From an optimization exercise on the open Yosys and OpenROAD flow, aimed at a short achievable clock period, few clock cycles per item and low power; shortcuts taken in it are not production practice.

==> inputs of job 1707 <==
// PID_controller
module PID_controller #(
    parameter W = 16,
    parameter signed MAX_VAL = 32767,
    parameter signed MIN_VAL = -32768
)(
    input logic clk,
    input logic reset_n,
    input  logic signed [W-1:0] s_axi_tdata,
    input  logic s_axi_tvalid,
    output logic s_axi_tready,
    input  logic signed [W-1:0] Kp, Ki, Kd,
    input  logic signed [W-1:0] setpoint,
    output logic [W-1:0] m_axi_tdata,
    output logic m_axi_tvalid,
    input  logic m_axi_tready
);
==> flow/config.mk <==
export PLATFORM = sky130hd
export DESIGN_NAME = PID_controller
export DESIGN_NICKNAME = PID_controller
export VERILOG_FILES = /design/flow/design.v
export SDC_FILE = /design/flow/constraint.sdc
export NUM_CORES = 4
export LEC_CHECK = 0
export CAP_MARGIN = 20
export CORE_MARGIN = 2
export CORE_UTILIZATION = 55
export CTS_CLUSTER_DIAMETER = 70
export CTS_CLUSTER_SIZE = 25
export PLACE_DENSITY = 0.75
export SETUP_SLACK_MARGIN = 4.0
export SLEW_MARGIN = 20
export SYNTH_HIERARCHICAL = 1
export SYNTH_MINIMUM_KEEP_SIZE = 0
==> flow/constraint.sdc <==
create_clock -name core_clock -period 7.5 [get_ports {clk}]
set_input_delay 1.5000 -clock core_clock [delete_from_list [all_inputs] [get_ports {clk}]]
set_output_delay 1.5000 -clock core_clock [all_outputs]
set_load 0.01 [all_outputs]
run.sh (not shown) runs the stock make flow with config.mk's settings and CLKGATE_MAP_FILE= SYNTH_SCRIPT=/design/flow/synth_recipe.tcl, a recipe that flattens the netlist after the stock synthesis.
==> inputs of job 5563, as changes to job 1707 <==
--- a/flow/design.v
+++ b/flow/design.v
@@ -1303,17 +1303,17 @@
       iS <= iS_d; iC <= iC_d;
       dS <= dS_d; dC <= dC_d;
     end
   end
   always_ff @(posedge clk or negedge reset_n) begin
     if (!reset_n) vB <= 1'b0;
     else if (adv) vB <= vA;
   end
-  logic [33:0] pdx_d, pdy_d, pd, ib;
+  logic [33:0] pdx_d, pdy_d, pdx, pdy, ib;
   wire hs100001, hc100002;
   pid_ha u_hs100001 (.a(pS[0]), .b(pC[0]), .s(hs100001), .co(hc100002));
   wire hs100003, hc100004;
   pid_ha u_hs100003 (.a(pS[2]), .b(pC[2]), .s(hs100003), .co(hc100004));
   wire fs100005, fc100006;
   pid_fa u_fs100005 (.a(pS[3]), .b(pC[3]), .c(dS[3]), .s(fs100005), .co(fc100006));
   wire fs100007, fc100008;
   pid_fa u_fs100007 (.a(pS[4]), .b(pC[4]), .c(dS[4]), .s(fs100007), .co(fc100008));
@@ -1440,27 +1440,96 @@
   wire fs100129, fc100130;
   pid_fa u_fs100129 (.a(fc100062), .b(fs100063), .c(dC[32]), .s(fs100129), .co(fc100130));
   wire fs100131, fc100132;
   pid_fa u_fs100131 (.a(fc100064), .b(pS[33]), .c(dS[33]), .s(fs100131), .co(fc100132));
   assign pdx_d = {fc100130, fc100128, fc100126, fc100124, fc100122, fc100120, fc100118, fc100116, fc100114, fc100112, fc100110, fc100108, fc100106, fc100104, fc100102, fc100100, fc100098, fc100096, fc100094, fc100092, fc100090, fc100088, fc100086, fc100084, fc100082, fc100080, fc100078, fc100076, fc100074, fc100072, fc100070, fc100068, hc100066, hs100065};
   assign pdy_d = {fs100131, fs100129, fs100127, fs100125, fs100123, fs100121, fs100119, fs100117, fs100115, fs100113, fs100111, fs100109, fs100107, fs100105, fs100103, fs100101, fs100099, fs100097, fs100095, fs100093, fs100091, fs100089, fs100087, fs100085, fs100083, fs100081, fs100079, fs100077, fs100075, fs100073, fs100071, fs100069, fs100067, dC[0]};
   always_ff @(posedge clk) begin
     if (adv) begin
-      pd <= pdx_d + pdy_d;
+      pdx <= pdx_d; pdy <= pdy_d;
       ib <= iS + iC;
     end
   end
   always_ff @(posedge clk or negedge reset_n) begin
     if (!reset_n) vC <= 1'b0;
     else if (adv) vC <= vB;
   end
   logic [33:0] acc;
-  wire [33:0] ux = acc;      
-  wire [33:0] uy = pd;
+  logic [33:0] ux, uy;      
+  wire hs200001, hc200002;
+  pid_ha u_hs200001 (.a(acc[0]), .b(pdx[0]), .s(hs200001), .co(hc200002));
+  wire fs200003, fc200004;
+  pid_fa u_fs200003 (.a(acc[1]), .b(pdx[1]), .c(pdy[1]), .s(fs200003), .co(fc200004));
+  wire fs200005, fc200006;
+  pid_fa u_fs200005 (.a(acc[2]), .b(pdx[2]), .c(pdy[2]), .s(fs200005), .co(fc200006));
+  wire fs200007, fc200008;
+  pid_fa u_fs200007 (.a(acc[3]), .b(pdx[3]), .c(pdy[3]), .s(fs200007), .co(fc200008));
+  wire fs200009, fc200010;
+  pid_fa u_fs200009 (.a(acc[4]), .b(pdx[4]), .c(pdy[4]), .s(fs200009), .co(fc200010));
+  wire fs200011, fc200012;
+  pid_fa u_fs200011 (.a(acc[5]), .b(pdx[5]), .c(pdy[5]), .s(fs200011), .co(fc200012));
+  wire fs200013, fc200014;
+  pid_fa u_fs200013 (.a(acc[6]), .b(pdx[6]), .c(pdy[6]), .s(fs200013), .co(fc200014));
+  wire fs200015, fc200016;
+  pid_fa u_fs200015 (.a(acc[7]), .b(pdx[7]), .c(pdy[7]), .s(fs200015), .co(fc200016));
+  wire fs200017, fc200018;
+  pid_fa u_fs200017 (.a(acc[8]), .b(pdx[8]), .c(pdy[8]), .s(fs200017), .co(fc200018));
+  wire fs200019, fc200020;
+  pid_fa u_fs200019 (.a(acc[9]), .b(pdx[9]), .c(pdy[9]), .s(fs200019), .co(fc200020));
+  wire fs200021, fc200022;
+  pid_fa u_fs200021 (.a(acc[10]), .b(pdx[10]), .c(pdy[10]), .s(fs200021), .co(fc200022));
+  wire fs200023, fc200024;
+  pid_fa u_fs200023 (.a(acc[11]), .b(pdx[11]), .c(pdy[11]), .s(fs200023), .co(fc200024));
+  wire fs200025, fc200026;
+  pid_fa u_fs200025 (.a(acc[12]), .b(pdx[12]), .c(pdy[12]), .s(fs200025), .co(fc200026));
+  wire fs200027, fc200028;
+  pid_fa u_fs200027 (.a(acc[13]), .b(pdx[13]), .c(pdy[13]), .s(fs200027), .co(fc200028));
+  wire fs200029, fc200030;
+  pid_fa u_fs200029 (.a(acc[14]), .b(pdx[14]), .c(pdy[14]), .s(fs200029), .co(fc200030));
+  wire fs200031, fc200032;
+  pid_fa u_fs200031 (.a(acc[15]), .b(pdx[15]), .c(pdy[15]), .s(fs200031), .co(fc200032));
+  wire fs200033, fc200034;
+  pid_fa u_fs200033 (.a(acc[16]), .b(pdx[16]), .c(pdy[16]), .s(fs200033), .co(fc200034));
+  wire fs200035, fc200036;
+  pid_fa u_fs200035 (.a(acc[17]), .b(pdx[17]), .c(pdy[17]), .s(fs200035), .co(fc200036));
+  wire fs200037, fc200038;
+  pid_fa u_fs200037 (.a(acc[18]), .b(pdx[18]), .c(pdy[18]), .s(fs200037), .co(fc200038));
+  wire fs200039, fc200040;
+  pid_fa u_fs200039 (.a(acc[19]), .b(pdx[19]), .c(pdy[19]), .s(fs200039), .co(fc200040));
+  wire fs200041, fc200042;
+  pid_fa u_fs200041 (.a(acc[20]), .b(pdx[20]), .c(pdy[20]), .s(fs200041), .co(fc200042));
+  wire fs200043, fc200044;
+  pid_fa u_fs200043 (.a(acc[21]), .b(pdx[21]), .c(pdy[21]), .s(fs200043), .co(fc200044));
+  wire fs200045, fc200046;
+  pid_fa u_fs200045 (.a(acc[22]), .b(pdx[22]), .c(pdy[22]), .s(fs200045), .co(fc200046));
+  wire fs200047, fc200048;
+  pid_fa u_fs200047 (.a(acc[23]), .b(pdx[23]), .c(pdy[23]), .s(fs200047), .co(fc200048));
+  wire fs200049, fc200050;
+  pid_fa u_fs200049 (.a(acc[24]), .b(pdx[24]), .c(pdy[24]), .s(fs200049), .co(fc200050));
+  wire fs200051, fc200052;
+  pid_fa u_fs200051 (.a(acc[25]), .b(pdx[25]), .c(pdy[25]), .s(fs200051), .co(fc200052));
+  wire fs200053, fc200054;
+  pid_fa u_fs200053 (.a(acc[26]), .b(pdx[26]), .c(pdy[26]), .s(fs200053), .co(fc200054));
+  wire fs200055, fc200056;
+  pid_fa u_fs200055 (.a(acc[27]), .b(pdx[27]), .c(pdy[27]), .s(fs200055), .co(fc200056));
+  wire fs200057, fc200058;
+  pid_fa u_fs200057 (.a(acc[28]), .b(pdx[28]), .c(pdy[28]), .s(fs200057), .co(fc200058));
+  wire fs200059, fc200060;
+  pid_fa u_fs200059 (.a(acc[29]), .b(pdx[29]), .c(pdy[29]), .s(fs200059), .co(fc200060));
+  wire fs200061, fc200062;
+  pid_fa u_fs200061 (.a(acc[30]), .b(pdx[30]), .c(pdy[30]), .s(fs200061), .co(fc200062));
+  wire fs200063, fc200064;
+  pid_fa u_fs200063 (.a(acc[31]), .b(pdx[31]), .c(pdy[31]), .s(fs200063), .co(fc200064));
+  wire fs200065, fc200066;
+  pid_fa u_fs200065 (.a(acc[32]), .b(pdx[32]), .c(pdy[32]), .s(fs200065), .co(fc200066));
+  wire fs200067, fc200068;
+  pid_fa u_fs200067 (.a(acc[33]), .b(pdx[33]), .c(pdy[33]), .s(fs200067), .co(fc200068));
+  assign ux = {fc200066, fc200064, fc200062, fc200060, fc200058, fc200056, fc200054, fc200052, fc200050, fc200048, fc200046, fc200044, fc200042, fc200040, fc200038, fc200036, fc200034, fc200032, fc200030, fc200028, fc200026, fc200024, fc200022, fc200020, fc200018, fc200016, fc200014, fc200012, fc200010, fc200008, fc200006, fc200004, hc200002, hs200001};
+  assign uy = {fs200067, fs200065, fs200063, fs200061, fs200059, fs200057, fs200055, fs200053, fs200051, fs200049, fs200047, fs200045, fs200043, fs200041, fs200039, fs200037, fs200035, fs200033, fs200031, fs200029, fs200027, fs200025, fs200023, fs200021, fs200019, fs200017, fs200015, fs200013, fs200011, fs200009, fs200007, fs200005, fs200003, pdy[0]};
   wire [16:0] lo_sum = {1'b0, ux[15:0]} + {1'b0, uy[15:0]};
   wire [15:0] s_lo = lo_sum[15:0];                                    
   wire [15:0] lo15 = {1'b0, ux[14:0]} + {1'b0, uy[14:0]};
   wire c15 = lo15[15];                                                
   wire [33:0] hx = ux ^ uy;
   wire [33:0] ho = ux | uy;
   wire [33:0] ha = ux & uy;
   wire hi_zero_r = &(hx[33:16] ~^ ho[32:15]);        
@@ -1479,17 +1548,17 @@
   wire [15:0] out_new = in_range ? s_lo : (s_neg ? 16'h8000 : 16'h7fff);
   wire [33:0] acc_inc = acc + ib;
   wire fire = adv & vC;
   always_ff @(posedge clk or negedge reset_n) begin
     if (!reset_n) acc <= '0;
     else if (fire & not_sat) acc <= acc_inc;
   end
   wire pop = vo & m_axi_tready;
-  wire vs_next = vo & ~pop & (vs | fire);
+  wire vs_next = vs ? ~pop : (fire & vo & ~pop);
   always_ff @(posedge clk or negedge reset_n) begin
     if (!reset_n) begin
       vo <= 1'b0;
       vs <= 1'b0;
       rdy <= 1'b1;
     end else begin
       vs <= vs_next;
       rdy <= ~vs_next;
- CORE_UTILIZATION: 55 -> 40
- CTS_CLUSTER_DIAMETER: 70 -> unset
- CTS_CLUSTER_SIZE: 25 -> unset
- PLACE_DENSITY: 0.75 -> unset
- SETUP_SLACK_MARGIN: 4.0 -> 3.7
==> metrics.cfg <==
[global_routing]
grt_use_total_pct = 19.76
grt_pass1_vias = 25950
grt_antenna_before_repair = 3

[synthesis]
avgSynthCellArea_sq_um = 11.76
async_flop_share_pct = 15.04
synth_seq_cells = 492
ys_seq_area_share_pct = 34.58
syn-instance-count = 3364

[critical_path]
path_buf_inv = 3
critPathMaxStageDelay_ns = 0.64
crit_family = simple AND/OR/NAND/NOR gates
crit_chain = fa_2 > inv_2 > ha_4 > xor2_2 > nand2_1 > or3b_1 > or4_4 > a211oi_4 > o21bai_4 > a221oi_4 > nand2_4 > buf_12 > buf_12 > nand2_4 > mux2_4

[timing]
fin_crit_sh_pct = 51.41

[floorplanning]
fp.coreArea_sq_mm = 0.09828
dieArea_sq_mm = 0.1015

[routing]
drt_iter0_drc = 2219
wl_met3_mm = 6.380

[status]
status = no timing/DRC/antenna violations

[layout]
fill_cells = 9052

That was job 5563.
==> metrics.cfg <==
[status]
status = no timing/DRC/antenna violations

[floorplanning]
dieArea_sq_mm = 0.07467
fp.coreArea_sq_mm = 0.07161
num_rows = 98

[synthesis]
syn-instance-count = 3612
ys_seq_area_share_pct = 31.76
synth_seq_cells = 458

[critical_path]
crit_family = adder cells
critPathMaxStageDelay_ns = 0.59
path_buf_inv = 2

[routing]
viasPerCell = 6.149
drt_iter0_drc = 3053
wl_met3_mm = 8.914

[global_routing]
grt_pass1_vias = 28630
grt_antenna_before_repair = 1

[layout]
fill_cells = 5632

That was job 1707.
No run of this note included a check of the RTL's function; only the layout flow was run.

## afterwards: timing with drivers on the ports
Ports are ideal in the flow. The routed layouts listed here were re-timed in OpenROAD. Step 1, drivers: a clkbuf_16 drives clk and a buf_2 each remaining input, both assumed. Step 2 adds t to the input delays and takes it off the output delays; t is the mean of the earliest and latest rising clock arrival at the registers after step 1. Input paths then give back, and output paths get back, about the clock's delay inside the block. a / b / c = ideal ports / drivers / drivers and shift; a / b = the first two.
| run | shift t [ns] | setup slack, ns | hold slack, ns | worst setup path after step 2 | slew at the worst register clock pin (ns) |
|---|---|---|---|---|---|
| job 1707 | 0.640 | 3.654 / 3.654 / 3.511 | 0.499 / 0.499 / 0.499 | input to register | 0.10 / 0.10 |
| job 5563 | 0.695 | 3.645 / 3.645 / 3.159 | 0.421 / 0.421 / 0.421 | input to register | 0.07 / 0.07 |
After both steps every run listed still meets setup and hold. For job 5563, which loses most, drivers alone change the setup slack by 0.000 ns; drivers and shift together by -0.486 ns.
